This is an optimization exercise on Yosys and OpenROAD, whose aim is small area, a short achievable clock period and few clock cycles, not a production implementation.
At most, simulation tests tie the RTL to the original design; equivalence was not proved.

Setup of 09-23:
## UT_TOP
module UT_TOP (
    clk, rst_n, in_valid, in_time,
    out_valid, out_display, out_day
);
Size in the first run: ~1100 cells after synthesis, ~98 flip-flops, roughly 42 I/O pins.
Settings: LEC_CHECK=0, ABC_AREA=0, ABC_CLOCK_PERIOD_IN_PS=2500, CAP_MARGIN=20, CORE_MARGIN=2, CORE_UTILIZATION=60, SETUP_SLACK_MARGIN=5, SLEW_MARGIN=20; clock period 9.0 ns.
run.sh (not shown) runs the stock make flow with config.mk's settings and CLKGATE_MAP_FILE= SYNTH_SCRIPT=/design/flow/synth_recipe.tcl, a recipe that flattens the netlist after the stock synthesis.
09-23 ended with every stage complete and zero timing, DRC or antenna violations.
[inputs] 12-05 vs 09-23
- a deleted ABC_CLOCK_PERIOD_IN_PS that had been 2500
- a change of ABC_AREA from 0 to 1
## What came out
Between 09-23 and 12-05, the flow reports via count increasing by more than 10%. Of 12-05 and 09-23, it is 12-05 that has the higher horizontal die dimension. Multi-input gate share of total cell area is higher on 09-23. 12-05 — post-route fraction of the period consumed by the critical path 1.4 points lower, 09-23 as reference. Taking 09-23 as the reference, in 12-05 met2 wire length rose by about 14%; final worst slack rose by 0.13 ns. From 09-23 to 12-05 the numbers moved as follows: sequential share of cell area lost 1.2 points, synthesized cell count shows an increase of 299.
Function was not checked in any run of this note: the RTL went through the layout flow alone.

---

## delta
Another version of the RTL of UT_TOP (not shown whole).
Size in the first run: ~1000 cells after synthesis, about 79 flip-flops, roughly 42 I/O pins.
export LEC_CHECK = 0
export ABC_AREA = 1
export ABC_CLOCK_PERIOD_IN_PS = 1500
export CAP_MARGIN = 20
export CORE_MARGIN = 2
export CORE_UTILIZATION = 60
export SETUP_SLACK_MARGIN = 5
export SLEW_MARGIN = 20
create_clock -name core_clock -period 9.0 [get_ports {clk}]
standard.sh (not shown) runs the stock make flow with config.mk's settings and CLKGATE_MAP_FILE= SYNTH_SCRIPT=/design/flow/synth_recipe.tcl, a recipe that flattens the netlist after the stock synthesis.
==> flow/flow/run.sh <==
#!/bin/bash
# Standard layout, except:
#  - synthesis maps adders and comparators through ABC (no full/half-adder
#    cell extraction), with a stronger area-oriented ABC script
#    (flow/abc_area.script, used in place of ORFS's abc_area.script);
#  - port buffers are plain buf_1 cells (resized later where timing needs it);
#  - clock tree synthesis adds no dummy loads;
#  - timing repair aims for 2.57 ns paths.
set -euo pipefail
rm -rf scripts_local
cp -r "$FLOW_HOME/scripts" scripts_local
cp flow/abc_area.script scripts_local/abc_area.script
bash standard.sh "SCRIPTS_DIR=$PWD/scripts_local" ADDER_MAP_FILE= SETUP_SLACK_MARGIN=6.43 \
  "BUFFER_PORTS_ARGS=-buffer_cell sky130_fd_sc_hd__buf_1" \
  "CTS_ARGS=-sink_clustering_enable -repair_clock_nets -dont_use_dummy_load" \
  finish > flow_make.log 2>&1
==> flow/flow/abc_area.script <==
strash
&get -n
&fraig -x
&put
scorr
dc2
dc2
strash
dch -f
map {D}
topo
stime -c
buffer -c
upsize -c
dnsize -c
delta: flow completed, timing, DRC and antenna clean
Testbench counts of delta, summed over its fixed seeds: cycles 11,768.
[inputs] fjord vs delta
diff --git a/flow/flow/run.sh b/flow/flow/run.sh
--- a/flow/flow/run.sh
+++ b/flow/flow/run.sh
@@ -6,10 +6,10 @@
 #  - port buffers are plain buf_1 cells (resized later where timing needs it);
 #  - clock tree synthesis adds no dummy loads;
-#  - timing repair aims for 2.57 ns paths.
+#  - timing repair aims for 2.67 ns paths.
 set -euo pipefail
 rm -rf scripts_local
 cp -r "$FLOW_HOME/scripts" scripts_local
 cp flow/abc_area.script scripts_local/abc_area.script
-bash standard.sh "SCRIPTS_DIR=$PWD/scripts_local" ADDER_MAP_FILE= SETUP_SLACK_MARGIN=6.43 \
+bash standard.sh "SCRIPTS_DIR=$PWD/scripts_local" ADDER_MAP_FILE= SETUP_SLACK_MARGIN=6.33 \
   "BUFFER_PORTS_ARGS=-buffer_cell sky130_fd_sc_hd__buf_1" \
   "CTS_ARGS=-sink_clustering_enable -repair_clock_nets -dont_use_dummy_load" \
Notes after the runs:
- When fjord is measured against delta, its share of cell area taken by flip-flops and latches turns out 0.27 points higher.
- On routed wire length, delta and fjord are basically level.
- Post-synthesis async set-or-reset flop share: fjord vs delta identical
- Between delta and fjord, the maximum clock rate does not differ in any meaningful way.
- The synthesized-area fraction occupied by and/or/nand/nor cells of fjord and that of delta are within noise of each other.

---

Setup of north:
UT_TOP, a different RTL version from the one above (not shown whole).
For scale: ~980 cells after synthesis, about 79 flip-flops.
// UT_TOP
module UT_TOP (
    clk, rst_n, in_valid, in_time,
    out_valid, out_display, out_day
);
clock: 9.0 ns
lec_check: 0
abc_area: 1
abc_clock_period_in_ps: 1500
cap_margin: 20
core_margin: 2
core_utilization: 60
setup_slack_margin: 5
slew_margin: 20
==> flow/flow/run.sh <==
#!/bin/bash
# Standard layout, except:
#  - synthesis maps adders and comparators through ABC (no full/half-adder
#    cell extraction), with a stronger area-oriented ABC script
#    (flow/abc_area.script, used in place of ORFS's abc_area.script);
#  - port buffers are plain buf_1 cells (resized later where timing needs it);
#  - clock tree synthesis adds no dummy loads;
#  - timing repair aims for 2.67 ns paths.
set -euo pipefail
rm -rf scripts_local
cp -r "$FLOW_HOME/scripts" scripts_local
cp flow/abc_area.script scripts_local/abc_area.script
bash standard.sh "SCRIPTS_DIR=$PWD/scripts_local" ADDER_MAP_FILE= SETUP_SLACK_MARGIN=6.33 \
  "BUFFER_PORTS_ARGS=-buffer_cell sky130_fd_sc_hd__buf_1" \
  "CTS_ARGS=-sink_clustering_enable -repair_clock_nets -dont_use_dummy_load -root_buf sky130_fd_sc_hd__clkbuf_16 -buf_list sky130_fd_sc_hd__clkbuf_8" \
  finish > flow_make.log 2>&1
Scripts as last shown in full above: flow/flow/abc_area.script
Testbench counts of north, summed over its fixed seeds: cycles 11,768.
Input-level comparison between south and north:
==> flow/flow/run.sh <==
#!/bin/bash
# Standard layout, except:
#  - synthesis maps adders and comparators through ABC (no full/half-adder
#    cell extraction), with a stronger area-oriented ABC script
#    (flow/abc_area.script, used in place of ORFS's abc_area.script);
#  - port buffers are plain buf_1 cells (resized later where timing needs it);
#  - clock tree synthesis adds no dummy loads;
set -euo pipefail
rm -rf scripts_local
cp -r "$FLOW_HOME/scripts" scripts_local
cp flow/abc_area.script scripts_local/abc_area.script
bash standard.sh "SCRIPTS_DIR=$PWD/scripts_local" ADDER_MAP_FILE= \
  "BUFFER_PORTS_ARGS=-buffer_cell sky130_fd_sc_hd__buf_1" \
  "CTS_ARGS=-sink_clustering_enable -repair_clock_nets -dont_use_dummy_load" \
  finish > flow_make.log 2>&1
### Flow results
Summary of south over north: sequential cell area in the final layout now smaller, via count of the first global-routing pass now smaller, met1 wire length comparable.
Looking at final critical-path required period, south sits 0.70 ns higher than north does.
Taking north as the reference, in south final cell count without fillers went down; design area lower.
Relative to north, the fraction of standard cell area that is sequential of south is higher by 1.2 points.
south gives more critical path depth than north did.

---

Another version of the RTL of UT_TOP (not shown whole).
Size in the first run: roughly 1,100 cells after synthesis, ~42 I/O pins, ~0.0069 sq mm of cells after synthesis.
clock: 9.0 ns
lec_check: 0
abc_area: 1
abc_clock_period_in_ps: 1500
cap_margin: 20
core_margin: 2
core_utilization: 60
setup_slack_margin: 5
slew_margin: 20
==> flow/flow/run.sh <==
#!/bin/bash
# Standard layout, except:
#  - synthesis maps adders and comparators through ABC (no full/half-adder
#    cell extraction), with a stronger area-oriented ABC script
#    (flow/abc_area.script, used in place of ORFS's abc_area.script);
#  - port buffers are plain buf_1 cells (resized later where timing needs it);
#  - clock tree synthesis adds no dummy loads;
#  - timing repair aims for 2.57 ns paths.
set -euo pipefail
rm -rf scripts_local
cp -r "$FLOW_HOME/scripts" scripts_local
cp flow/abc_area.script scripts_local/abc_area.script
bash standard.sh "SCRIPTS_DIR=$PWD/scripts_local" ADDER_MAP_FILE= SETUP_SLACK_MARGIN=6.43 \
  "BUFFER_PORTS_ARGS=-buffer_cell sky130_fd_sc_hd__buf_1" \
  "CTS_ARGS=-sink_clustering_enable -repair_clock_nets -dont_use_dummy_load" \
  finish > flow_make.log 2>&1
Scripts as last shown in full above: flow/flow/abc_area.script
The first run ran to the end with no violations.
Testbench counts at the start, summed over its fixed seeds: cycles 11,768.
Edit:
==> flow/flow/run.sh (replaced) <==
#!/bin/bash
# Standard layout, except:
#  - synthesis maps adders and comparators through ABC (no full/half-adder
#    cell extraction), which gives smaller and faster logic here;
#  - port buffers are plain buf_1 cells (resized later where timing needs it);
#  - clock tree synthesis adds no dummy loads;
#  - timing repair aims for 2.5 ns paths.
set -euo pipefail
bash standard.sh ADDER_MAP_FILE= SETUP_SLACK_MARGIN=6.5 \
  "BUFFER_PORTS_ARGS=-buffer_cell sky130_fd_sc_hd__buf_1" \
  "CTS_ARGS=-sink_clustering_enable -repair_clock_nets -dont_use_dummy_load" \
  finish > flow_make.log 2>&1
ABC_CLOCK_PERIOD_IN_PS = default   (was 1500)
removed: flow/flow/abc_area.script
After rerunning:
- non-clock buffer count drops by 3
- synthesized cell count is higher by 20%
- first-iteration DRC count went up by 6.1%
- sequential cell count is unchanged
- via count grows by 9.0%
- global-route usage is about the same
- core utilization goes down by 0.41 points
- final area rose by 6.4%
Edit:
--- a/flow/flow/run.sh
+++ b/flow/flow/run.sh
@@ -7 +7 @@
-#  - timing repair aims for 2.5 ns paths.
+#  - timing repair aims for 2.57 ns paths.
@@ -9 +9 @@
-bash standard.sh ADDER_MAP_FILE= SETUP_SLACK_MARGIN=6.5 \
+bash standard.sh ADDER_MAP_FILE= SETUP_SLACK_MARGIN=6.43 \
=>
- cell count shrinks by 1.3%
- worst setup slack stays flat
- wire length drops by 2.4%
- area after synthesis is unchanged
- global-route usage decreases by 0.25 points
- non-clock buffer count goes down by 18
- count of clock-buffer cells in the layout stays the same
- design area came out lower by 2.5%
- utilization fell by 1.7 points
- via count came out lower by 2.3%
Edit:
--- a/flow/flow/run.sh
+++ b/flow/flow/run.sh
@@ -4 +4,2 @@
-#    cell extraction), which gives smaller and faster logic here;
+#    cell extraction), with a stronger area-oriented ABC script
+#    (flow/abc_area.script, used in place of ORFS's abc_area.script);
@@ -9 +10,4 @@
-bash standard.sh ADDER_MAP_FILE= SETUP_SLACK_MARGIN=6.43 \
+rm -rf scripts_local
+cp -r "$FLOW_HOME/scripts" scripts_local
+cp flow/abc_area.script scripts_local/abc_area.script
+bash standard.sh "SCRIPTS_DIR=$PWD/scripts_local" ADDER_MAP_FILE= SETUP_SLACK_MARGIN=6.43 \
==> flow/flow/abc_area.script (new file) <==
strash
&get -n
&fraig -x
&put
scorr
dc2
strash
dch -f
&get -n
&dch -f
&nf {D} -R 1000
&put
topo
stime -c
buffer -c
upsize -c
dnsize -c
ABC_CLOCK_PERIOD_IN_PS = 1500   (was default)
Effect: Synthesized cell count goes down by 27%. Worst setup slack is worse by 360 ps.
Edit:
==> flow/flow/run.sh (replaced) <==
#!/bin/bash
# Standard layout, except:
#  - synthesis maps adders and comparators through ABC (no full/half-adder
#    cell extraction), which gives smaller and faster logic here;
#  - port buffers are plain buf_1 cells (resized later where timing needs it);
#  - clock tree synthesis adds no dummy loads;
#  - timing repair aims for 2.5 ns paths.
set -euo pipefail
bash standard.sh ADDER_MAP_FILE= SETUP_SLACK_MARGIN=6.5 \
  "BUFFER_PORTS_ARGS=-buffer_cell sky130_fd_sc_hd__buf_1" \
  "CTS_ARGS=-sink_clustering_enable -repair_clock_nets -dont_use_dummy_load" \
  finish > flow_make.log 2>&1
ABC_CLOCK_PERIOD_IN_PS = default   (was 1500)
CORE_UTILIZATION = 75   (was 60)
removed: flow/flow/abc_area.script
After rerunning: Die area decreases by 10%; maximum frequency climbs by 12%; via count went up by about 11%.

---

## JK
UT_TOP with an RTL version that a note above also has.
Size in the first run: ~980 cells after synthesis, ~79 flip-flops, roughly 42 I/O pins, roughly 6500 µm² of cells after synthesis.
## UT_TOP
module UT_TOP (
    clk, rst_n, in_valid, in_time,
    out_valid, out_display, out_day
);
==> flow/config.mk <==
export PLATFORM = sky130hd
export DESIGN_NAME = UT_TOP
export DESIGN_NICKNAME = UT_TOP
export VERILOG_FILES = /design/flow/design.v
export SDC_FILE = /design/flow/constraint.sdc
export NUM_CORES = 4
export LEC_CHECK = 0
export ABC_AREA = 1
export ABC_CLOCK_PERIOD_IN_PS = 1500
export CAP_MARGIN = 20
export CORE_MARGIN = 2
export CORE_UTILIZATION = 60
export SETUP_SLACK_MARGIN = 5
export SLEW_MARGIN = 20
==> flow/constraint.sdc <==
create_clock -name core_clock -period 9.0 [get_ports {clk}]
set_input_delay 1.8000 -clock core_clock [delete_from_list [all_inputs] [get_ports {clk}]]
set_output_delay 1.8000 -clock core_clock [all_outputs]
set_load 0.01 [all_outputs]
==> flow/flow/run.sh <==
#!/bin/bash
# Standard layout, except:
#  - synthesis maps adders and comparators through ABC (no full/half-adder
#    cell extraction), with a stronger area-oriented ABC script
#    (flow/abc_area.script, used in place of ORFS's abc_area.script);
#  - port buffers are plain buf_1 cells (resized later where timing needs it);
#  - clock tree synthesis adds no dummy loads;
#  - timing repair aims for 2.67 ns paths.
set -euo pipefail
rm -rf scripts_local
cp -r "$FLOW_HOME/scripts" scripts_local
cp flow/abc_area.script scripts_local/abc_area.script
bash standard.sh "SCRIPTS_DIR=$PWD/scripts_local" ADDER_MAP_FILE= SETUP_SLACK_MARGIN=6.33 \
  "BUFFER_PORTS_ARGS=-buffer_cell sky130_fd_sc_hd__buf_1" \
  "CTS_ARGS=-sink_clustering_enable -repair_clock_nets -dont_use_dummy_load" \
  finish > flow_make.log 2>&1
==> flow/flow/abc_area.script <==
strash
&get -n
&fraig -x
&put
scorr
dc2
dc2
strash
dch -f
map {D}
topo
stime -c
buffer -c
upsize -c
dnsize -c
Testbench counts of JK, summed over its fixed seeds: cycles 11,768.
Input changes introduced in AL (baseline for comparison: JK):
==> flow/flow/abc_area.script <==
strash
&get -n
&fraig -x
&put
scorr
dc2
strash
dch -f
map {D}
topo
stime -c
buffer -c
upsize -c
dnsize -c
==> comparison <==
All of JK and AL finish clean.
In AL the met3 wire length turned out about 30% lower than in JK.
For proportion of cell area spent on the clock network, JK and AL come out practically identical.
AL vs. JK: final cycle utilization of the critical path went up by 0.33 points.

---

Another version of the RTL of UT_TOP (not shown whole).
Size in the first run: roughly 990 cells after synthesis, ~79 flip-flops, ~42 I/O pins.
// UT_TOP
module UT_TOP (
    clk, rst_n, in_valid, in_time,
    out_valid, out_display, out_day
);
Settings: LEC_CHECK=0, ABC_AREA=1, ABC_CLOCK_PERIOD_IN_PS=1500, CAP_MARGIN=20, CORE_MARGIN=2, CORE_UTILIZATION=60, SETUP_SLACK_MARGIN=5, SLEW_MARGIN=20; clock period 9.0 ns.
==> flow/flow/run.sh <==
#!/bin/bash
# Standard layout, except:
#  - synthesis maps adders and comparators through ABC (no full/half-adder
#    cell extraction), with a stronger area-oriented ABC script
#    (flow/abc_area.script, used in place of ORFS's abc_area.script);
#  - port buffers are plain buf_1 cells (resized later where timing needs it);
#  - clock tree synthesis adds no dummy loads;
#  - timing repair aims for 2.57 ns paths.
set -euo pipefail
rm -rf scripts_local
cp -r "$FLOW_HOME/scripts" scripts_local
cp flow/abc_area.script scripts_local/abc_area.script
bash standard.sh "SCRIPTS_DIR=$PWD/scripts_local" ADDER_MAP_FILE= SETUP_SLACK_MARGIN=6.43 \
  "BUFFER_PORTS_ARGS=-buffer_cell sky130_fd_sc_hd__buf_1" \
  "CTS_ARGS=-sink_clustering_enable -repair_clock_nets -dont_use_dummy_load -sink_clustering_size 100 -sink_clustering_max_diameter 500" \
  finish > flow_make.log 2>&1
==> flow/flow/abc_area.script <==
strash
&get -n
&fraig -x
&put
scorr
dc2
dc2
strash
dch -f
map {D}
topo
stime -c
buffer -c
upsize -c
dnsize -c
The first run completed with no timing, DRC or antenna violations.
Testbench counts at the start, summed over its fixed seeds: cycles 11,768.
==> next run, changes <==
--- a/flow/flow/run.sh
+++ b/flow/flow/run.sh
@@ -8 +8 @@
-#  - timing repair aims for 2.57 ns paths.
+#  - timing repair aims for 2.67 ns paths.
@@ -13 +13 @@
-bash standard.sh "SCRIPTS_DIR=$PWD/scripts_local" ADDER_MAP_FILE= SETUP_SLACK_MARGIN=6.43 \
+bash standard.sh "SCRIPTS_DIR=$PWD/scripts_local" ADDER_MAP_FILE= SETUP_SLACK_MARGIN=6.33 \
@@ -15 +15 @@
-  "CTS_ARGS=-sink_clustering_enable -repair_clock_nets -dont_use_dummy_load -sink_clustering_size 100 -sink_clustering_max_diameter 500" \
+  "CTS_ARGS=-sink_clustering_enable -repair_clock_nets -dont_use_dummy_load" \
- final cell count drops by 1.1%
- maximum frequency barely changes
- final area falls by 1.4%
- wire length is lower by about 1.6%

static timing again, ports no longer ideal:
The flow's constraints put no driver on any port. The routed layouts listed below were extracted and timed again, unchanged, in two steps. Step 1 assumes that a clkbuf_16 drives the clock port and a buf_2 every other input. Step 2, shift: input delay + t, output delay - t, t = (earliest + latest rising clock arrival at the registers) / 2. This alone moves slack from input paths to output paths. Three values: ideal, step 1, step 2; two values: the first two.
run | t (ns) | setup slack, ns | worst data-port slew with drivers (ns) | pins driven straight from the clock port
09-23 | 0.400 | 5.251 / 5.251 / 5.251 | 0.05 | 1
12-05 | 0.401 | 5.378 / 5.378 / 5.378 | 0.06 | 1
delta | 0.389 | 6.323 / 6.277 / 6.462 | 0.03 | 1
fjord | 0.387 | 6.322 / 6.277 / 6.442 | 0.03 | 1
north | 0.379 | 6.361 / 6.319 / 6.477 | 0.04 | 1
south | 0.394 | 5.665 / 5.665 / 5.665 | 0.04 | 1
the first run of note 4 | 0.385 | 6.379 / 6.379 / 6.354 | 0.04 | 1
the second run of note 4 | 0.387 | 6.422 / 6.377 / 6.543 | 0.03 | 1
the third run of note 4 | 0.387 | 6.423 / 6.380 / 6.489 | 0.03 | 1
the fourth run of note 4 | 0.403 | 6.062 / 6.062 / 6.062 | 0.04 | 1
the fifth run of note 4 | 0.401 | 6.388 / 6.350 / 6.422 | 0.03 | 1
JK | 0.394 | 6.333 / 6.294 / 6.404 | 0.04 | 1
AL | 0.413 | 6.303 / 6.267 / 6.512 | 0.04 | 1
the first run of note 6 | 0.399 | 6.337 / 6.298 / 6.536 | 0.03 | 1
the second run of note 6 | 0.398 | 6.336 / 6.299 / 6.488 | 0.03 | 1
After both steps every run listed still meets setup and hold. For the first run of note 4, which loses most, drivers alone change the setup slack by 0.000 ns; drivers and shift together by -0.025 ns. The worst setup slack also covers recovery checks on asynchronous resets.
